Context: an optimization exercise on an open-source flow, tuned for small area, a short achievable clock period and few clock cycles per item. The choices shown serve that exercise and are no tape-out recipe.
In this exercise RTL edits were held to simulation tests only and were not proved equivalent to the original.
Power figures rest on the tool's default switching activity, not on a simulated workload.

== job 907 ==
==> flow/design.v (excerpt) <==
module HP_FP_Pipelined_Adder (  
	input clk,
	input rst,
	input [15:0] in1,
	input [15:0] in2,
	input enable,
	output reg done,
	output [15:0] sum
);
Size in the first run: ~620 cells after synthesis, ~52 I/O pins, about 3800 um^2 of cells after synthesis.
export LEC_CHECK = 0
export ABC_AREA = 1
export CAP_MARGIN = 20
export CORE_MARGIN = 2
export CORE_UTILIZATION = 40
export SETUP_SLACK_MARGIN = 1.0
export SLEW_MARGIN = 20
create_clock -name core_clock -period 6.0 [get_ports {clk}]
standard.sh (not shown) runs the stock make flow with config.mk's settings and CLKGATE_MAP_FILE= SYNTH_SCRIPT=/design/flow/synth_recipe.tcl, a recipe that flattens the netlist after the stock synthesis.
==> flow/flow/run.sh <==
#!/bin/bash
# Standard layout, but the port buffers use a small fast buffer instead of the
# default delay-buffer cell.
set -euo pipefail
export BUFFER_PORTS_ARGS="-buffer_cell sky130_fd_sc_hd__buf_2"
bash standard.sh > standard.log 2>&1
Testbench counts of job 907, summed over its fixed seeds: cycles 6,400, items 3,200.
### job 907 -> job 6433
Settings: swapping 1.0 for 0.5 in SETUP_SLACK_MARGIN; swapping 40 for 65 in CORE_UTILIZATION.
## What came out
Job 6433 ended with more worst hold slack than job 907. Via count (lower): job 907. Diff job 907 -> job 6433 | total non-filler cell area in the finished layout | decrease of 7.8%. Diff job 6433..job 907 | number of clock sinks seen by CTS | unchanged. Job 6433: all stages complete, timing, DRC and antenna checks passed. Job 6433 ended with less wire length of the first global-routing pass than job 907. Job 907 → job 6433: non-clock buffer share of cell area decreased by 2.2 points relative to the old numbers, detailed-router iteration count before antenna repair went up 1, total power of the final layout moved down. Final cell count without fillers is higher on job 907. Route | job 6433 vs job 907 | wire shorter in job 6433.
Modified inputs, job 9681 compared to job 6433
Settings: a change of CORE_UTILIZATION from 65 to 40; a change of SETUP_SLACK_MARGIN from 0.5 to 0.3.
diff --git a/flow/flow/run.sh b/flow/flow/run.sh
--- a/flow/flow/run.sh
+++ b/flow/flow/run.sh
@@ -5 +5 @@
-export BUFFER_PORTS_ARGS="-buffer_cell sky130_fd_sc_hd__buf_2"
+export BUFFER_PORTS_ARGS="-buffer_cell sky130_fd_sc_hd__buf_1"
==> comparison <==
Job 9681 reached the end of the flow, and the finished layout is clean on the timing, DRC and antenna checks. After detailed routing, job 6433 needs more wire than job 9681. From job 6433 to job 9681 the numbers moved as follows: global-route usage moved down, met2 track utilization from global routing went down. Critical path buffer and inverter count (higher): job 9681. The sequential share of layout area of job 9681 is higher than that of job 6433.
Here is what was changed in the inputs of job 4119 compared with job 9681.
Settings: changing SETUP_SLACK_MARGIN from 0.3 to 0.7.
### Flow results
- Routed wire in job 4119 totals more than in job 9681.
- Re relative area change from synthesis to final layout: job 4119 is 9.6 points up on job 9681.
- Re first-pass GRT wire length: job 9681 was lower than job 4119.
- Summary — number of buffers other than clock buffers in the final layout, job 4119 relative to job 9681: higher, by 6.
## Diff of input files: job 2401 against job 4119
Settings: SETUP_SLACK_MARGIN: 0.7 -> 0.5.
--- outcome ---
Routed wire length for job 2401: about 5.5% down relative to job 4119
Comparing final design area excluding fillers for job 4119 and job 2401, the smaller number came from job 2401.
Per the comparison of job 2401 with job 4119, starting utilization of the core area essentially unchanged, count of non-CTS buffers in the layout decreased 4.
Re count of TritonRoute iterations in the first routing pass: job 4119 and job 2401 aren't equal, and the lower value belongs to job 2401.
Max wire length of the first global-routing pass across job 4119 and job 2401: job 4119
Compared with job 4119, in job 2401 final clock period utilization by the worst path shows an increase of 0.23 points, number of cell instances on the worst register-to-register path shows an increase of 2.
In job 2401, the sequential fraction of design power came out 1.2 points above the value in job 4119.
Here is what was changed in the inputs of job 9997 compared with job 2401.
diff --git a/flow/flow/run.sh b/flow/flow/run.sh
--- a/flow/flow/run.sh
+++ b/flow/flow/run.sh
@@ -5 +5 @@
-export BUFFER_PORTS_ARGS="-buffer_cell sky130_fd_sc_hd__buf_1"
+export BUFFER_PORTS_ARGS="-buffer_cell sky130_fd_sc_hd__buf_2"
==> notes.md <==
Job 9997 vs. job 2401: layout overhead on the synthesized area picked up an extra 1.4 points, combinational share of power stayed essentially flat.
Of job 2401 and job 9997, the run reporting the higher multi-input logic portion of the cell area was job 2401.
Job 2401 -> job 9997: total cell area at the placement stage increased slightly
Diff job 2401 -> job 9997 | final RePlAce weighted congestion | up slightly
Compare job 2401 and job 9997 | switching share of power higher: job 2401
The leakage dissipation number comes out higher for job 9997 vs job 2401.
Total routing usage reported by global routing: job 9997 lower than job 2401

The RTL this note starts from:
==> flow/design.v <==
module HP_FP_Pipelined_Adder (  
	input clk,
	input rst,
	input [15:0] in1,
	input [15:0] in2,
	input enable,
	output reg done,
	output [15:0] sum
);
	function automatic [13:0] skaddx14(input [13:0] a, input [13:0] b, input x);
		reg [13:0] g, p, G, P;
		integer i, l, j;
		begin
			g = a & b; p = a ^ b;
			G = g; P = p;
			for (l = 0; l < 4; l = l + 1)
				for (i = 0; i < 14; i = i + 1)
					if ((i >> l) & 1) begin
						j = ((i >> l) << l) - 1;
						G[i] = G[i] | (P[i] & G[j]);
						P[i] = P[i] & P[j];
					end
			skaddx14 = (p ^ {14{x}}) ^ {G[12:0], 1'b0};
		end
	endfunction
	reg busy;
	reg [18:0] R;
	wire [15:0] x1 = R[15:0];
	wire [15:0] x2 = in2;
	wire [4:0] e1 = x1[14:10];
	wire [4:0] e2 = x2[14:10];
	wire [10:0] ma1 = {|x1[14:0], x1[9:0]};
	wire [10:0] ma2 = {|x2[14:0], x2[9:0]};
	wire [5:0] d12 = {1'b0, e1} - {1'b0, e2};
	wire [4:0] d21 = e2 - e1;
	wire gt = d12[5];                  
	wire eq = (e1 == e2);
	wire [4:0] d = gt ? d21 : d12[4:0];
	wire swap = gt | (eq & (x2[9:0] > x1[9:0]));
	wire [10:0] mb = swap ? ma2 : ma1;
	wire [10:0] msr = swap ? ma1 : ma2;
	wire [4:0] eb = gt ? e2 : e1;
	wire [12:0] ms = {msr, 2'b00} >> d;
	wire sub = x1[15] ^ x2[15];
	wire [13:0] f = skaddx14({1'b0, mb, 2'b00} ^ {14{sub}}, {1'b0, ms}, sub);
	wire sb = swap ? x2[15] : x1[15];
	wire [4:0] er = R[17:13];
	wire [13:0] fr = {R[12:0], 1'b0};
	wire nz = |R[12:0];
	reg [13:0] lim;
	integer k;
	always @(*) for (k = 0; k < 14; k = k + 1) lim[k] = (er == 5'd12 - k);
	wire [13:0] mm = fr | lim;
	wire [15:0] m16 = {mm, 2'b11};
	wire [7:0] v1;
	wire [7:0] z1;
	wire [3:0] v2;
	wire [7:0] z2;
	wire [1:0] v3;
	wire [5:0] z3;
	genvar q;
	generate
		for (q = 0; q < 8; q = q + 1) begin : lz1
			assign v1[q] = m16[2*q+1] | m16[2*q];
			assign z1[q] = ~m16[2*q+1];
		end
		for (q = 0; q < 4; q = q + 1) begin : lz2
			assign v2[q] = v1[2*q+1] | v1[2*q];
			assign z2[2*q+1:2*q] = v1[2*q+1] ? {1'b0, z1[2*q+1]} : {1'b1, z1[2*q]};
		end
		for (q = 0; q < 2; q = q + 1) begin : lz3
			assign v3[q] = v2[2*q+1] | v2[2*q];
			assign z3[3*q+2:3*q] = v2[2*q+1] ? {1'b0, z2[4*q+3:4*q+2]} : {1'b1, z2[4*q+1:4*q]};
		end
	endgenerate
	wire [3:0] t = v3[1] ? {1'b0, z3[5:3]} : {1'b1, z3[2:0]};
	wire [13:0] ns = fr << t;
	wire [4:0] en = nz ? (er + 5'd1 - {1'b0, t}) : 5'd0;
	assign sum = {R[18] & nz, en, ns[12:3]};
	always @(posedge clk) begin
		if (busy) R <= {sb, eb, f[13:1]};
		else if (enable) R[15:0] <= in1;
	end
	always @(posedge clk) begin
		if (rst) begin
			busy <= 1'b0;
			done <= 1'b0;
		end else if (busy) begin
			busy <= 1'b0;
			done <= 1'b1;
		end else if (enable) begin
			busy <= 1'b1;
			done <= 1'b0;
		end
	end
endmodule
Settings: LEC_CHECK=0, ABC_AREA=1, CAP_MARGIN=20, CORE_MARGIN=2, CORE_UTILIZATION=40, SETUP_SLACK_MARGIN=1.5, SLEW_MARGIN=20; clock period 6.0 ns.
==> flow/flow/run.sh <==
#!/bin/bash
# Standard layout with two changes:
# - synthesis is the standard synthesis script, run without ORFS's
#   full/half-adder extraction (ADDER_MAP_FILE empty), so that ABC maps the
#   arithmetic together with the rest of the logic; registers are mapped and
#   named exactly as in the standard synthesis;
# - the port buffers use a small fast buffer instead of the default
#   delay-buffer cell.
set -euo pipefail
W=$PWD
export BUFFER_PORTS_ARGS="-buffer_cell sky130_fd_sc_hd__buf_2"
make -C "$FLOW_HOME" DESIGN_CONFIG=$W/config.mk WORK_HOME=$W/orfs CLKGATE_MAP_FILE= SYNTH_SCRIPT=$W/synth_recipe.tcl ADDER_MAP_FILE= synth > synth.log 2>&1
bash standard.sh > standard.log 2>&1
The starting point completed without violations.
Testbench counts at the start, summed over its fixed seeds: cycles 6,400, items 3,200.
Edit:
--- a/flow/flow/run.sh
+++ b/flow/flow/run.sh
@@ -11 +11 @@
-export BUFFER_PORTS_ARGS="-buffer_cell sky130_fd_sc_hd__buf_2"
+export BUFFER_PORTS_ARGS="-buffer_cell sky130_fd_sc_hd__buf_1"
--- a/flow/config.mk
+++ b/flow/config.mk
@@ -12 +12 @@
-export SETUP_SLACK_MARGIN = 1.5
+export SETUP_SLACK_MARGIN = 1.4
=>
- worst setup slack got worse by 0.045 ns
- first-iteration DRC count shrinks by 6.0%
- routed wire length decreases by 2.5%
- hold slack is worse by 0.026 ns
- register-to-register slack gets better by 0.07 ns
- design area goes down by 3.7%
- sequential share of layout area increases by 0.51 points
- clock power falls by about 9%
- flip-flop and latch count stays the same
- global-route usage decreases by 0.54 points
Edit:
--- a/flow/config.mk
+++ b/flow/config.mk
@@ -11,2 +11,2 @@
-export CORE_UTILIZATION = 40
-export SETUP_SLACK_MARGIN = 1.4
+export CORE_UTILIZATION = 55
+export SETUP_SLACK_MARGIN = 1.5
Sequential share of layout area hardly moves; final cell count fell by 3.1%; total power rose by 1.5%; utilization rose by 17 points; design area rose by 0.51%; combinational power hardly moves; synthesized cell count does not change; worst setup slack got worse by 0.049 ns; synthesized area does not change; die area fell by 26%; fmax fell by 1.1%.
Edit:
==> flow/flow/run.sh (replaced) <==
#!/bin/bash
# Standard layout, but the port buffers use a small fast buffer instead of the
# default delay-buffer cell.
set -euo pipefail
export BUFFER_PORTS_ARGS="-buffer_cell sky130_fd_sc_hd__buf_1"
bash standard.sh > standard.log 2>&1
--- a/flow/config.mk
+++ b/flow/config.mk
@@ -11,2 +11,2 @@
-export CORE_UTILIZATION = 55
-export SETUP_SLACK_MARGIN = 1.5
+export CORE_UTILIZATION = 40
+export SETUP_SLACK_MARGIN = 1.0
What happened:
- clock power drops by about 0.7%
- global-route usage drops by 9.1 points
- utilization drops by 16 points
- design area climbs by 2.2%
- power climbs by about 9%
- setup slack loses 0.31 ns
- sequential share of layout area drops by 0.29 points
- critical path depth climbs by 1
- routed wire length drops by about 4%
Edit:
==> flow/flow/run.sh (replaced) <==
#!/bin/bash
# Standard layout with two changes:
# - synthesis is the standard synthesis script, run without ORFS's
#   full/half-adder extraction (ADDER_MAP_FILE empty), so that ABC maps the
#   arithmetic together with the rest of the logic; registers are mapped and
#   named exactly as in the standard synthesis;
# - the port buffers use a small fast buffer instead of the default
#   delay-buffer cell.
set -euo pipefail
W=$PWD
export BUFFER_PORTS_ARGS="-buffer_cell sky130_fd_sc_hd__buf_1"
make -C "$FLOW_HOME" DESIGN_CONFIG=$W/config.mk WORK_HOME=$W/orfs CLKGATE_MAP_FILE= SYNTH_SCRIPT=$W/synth_recipe.tcl ADDER_MAP_FILE= synth > synth.log 2>&1
bash standard.sh > standard.log 2>&1
--- a/flow/config.mk
+++ b/flow/config.mk
@@ -11,2 +11,2 @@
-export CORE_UTILIZATION = 40
-export SETUP_SLACK_MARGIN = 1.0
+export CORE_UTILIZATION = 30
+export SETUP_SLACK_MARGIN = 1.5
=>
- The changed run completed with no timing, DRC or antenna violations
- cell area climbs by 0.60%
- clock skew is about the same
- global-route usage drops by 4.3 points
- setup slack improves by 0.47 ns
- die area climbs by 32%
- first-iteration DRC count climbs by about 40%
- critical path depth drops by 2
- via count climbs by 3.8%
- clock-buffer cell count does not change
- power drops by 6.2%
- hold slack degrades by 0.030 ns

separate check: timing with driven ports:
No port has a modelled driver above. Below, the same layouts with a new extraction and two added sets of constraints.
Step 1: set_driving_cell puts a clkbuf_16 on clk and a buf_2 on each other input, an assumption about the parent block.
Step 2 moves the port delays by t, midway between the first and last clock arrival at a register: inputs arrive t later, outputs are due t later. That takes back most of the time a late clock gives input paths.
a / b / c = ideal ports / drivers / drivers and shift; a / b = the first two.
| run | t (ns) | setup slack, ns | worst hold slack (ns) | worst setup path after step 2 | pins driven straight from the clock port |
|---|---|---|---|---|---|
| job 907 | 0.280 | 1.057 / 1.063 / 0.783 | 0.454 / 0.454 / 0.454 | input to register | 1 |
| job 6433 | 0.281 | 0.545 / 0.548 / 0.267 | 0.464 / 0.464 / 0.464 | input to register | 1 |
| job 9681 | 0.284 | 0.740 / 0.739 / 0.455 | 0.461 / 0.461 / 0.461 | input to register | 1 |
| job 4119 | 0.283 | 0.904 / 0.907 / 0.623 | 0.461 / 0.461 / 0.461 | input to register | 1 |
| job 2401 | 0.283 | 0.890 / 0.889 / 0.606 | 0.461 / 0.461 / 0.461 | input to register | 1 |
| job 9997 | 0.280 | 0.840 / 0.845 / 0.565 | 0.454 / 0.454 / 0.454 | input to register | 1 |
| the first run of note 2 | 0.295 | 1.686 / 1.658 / 1.564 | 0.535 / 0.535 / 0.535 | input to register | 1 |
| the second run of note 2 | 0.282 | 1.641 / 1.617 / 1.485 | 0.509 / 0.509 / 0.509 | input to register | 1 |
| the third run of note 2 | 0.288 | 1.593 / 1.566 / 1.496 | 0.506 / 0.506 / 0.506 | input to register | 1 |
| the fourth run of note 2 | 0.286 | 1.285 / 1.259 / 1.052 | 0.524 / 0.524 / 0.524 | input to register | 1 |
| the fifth run of note 2 | 0.282 | 1.751 / 1.720 / 1.618 | 0.494 / 0.494 / 0.494 | input to register | 1 |
After both steps every run listed still meets setup and hold. The setup slack of job 9681, which loses most, moves by -0.001 ns with the drivers and by -0.285 ns with both steps.
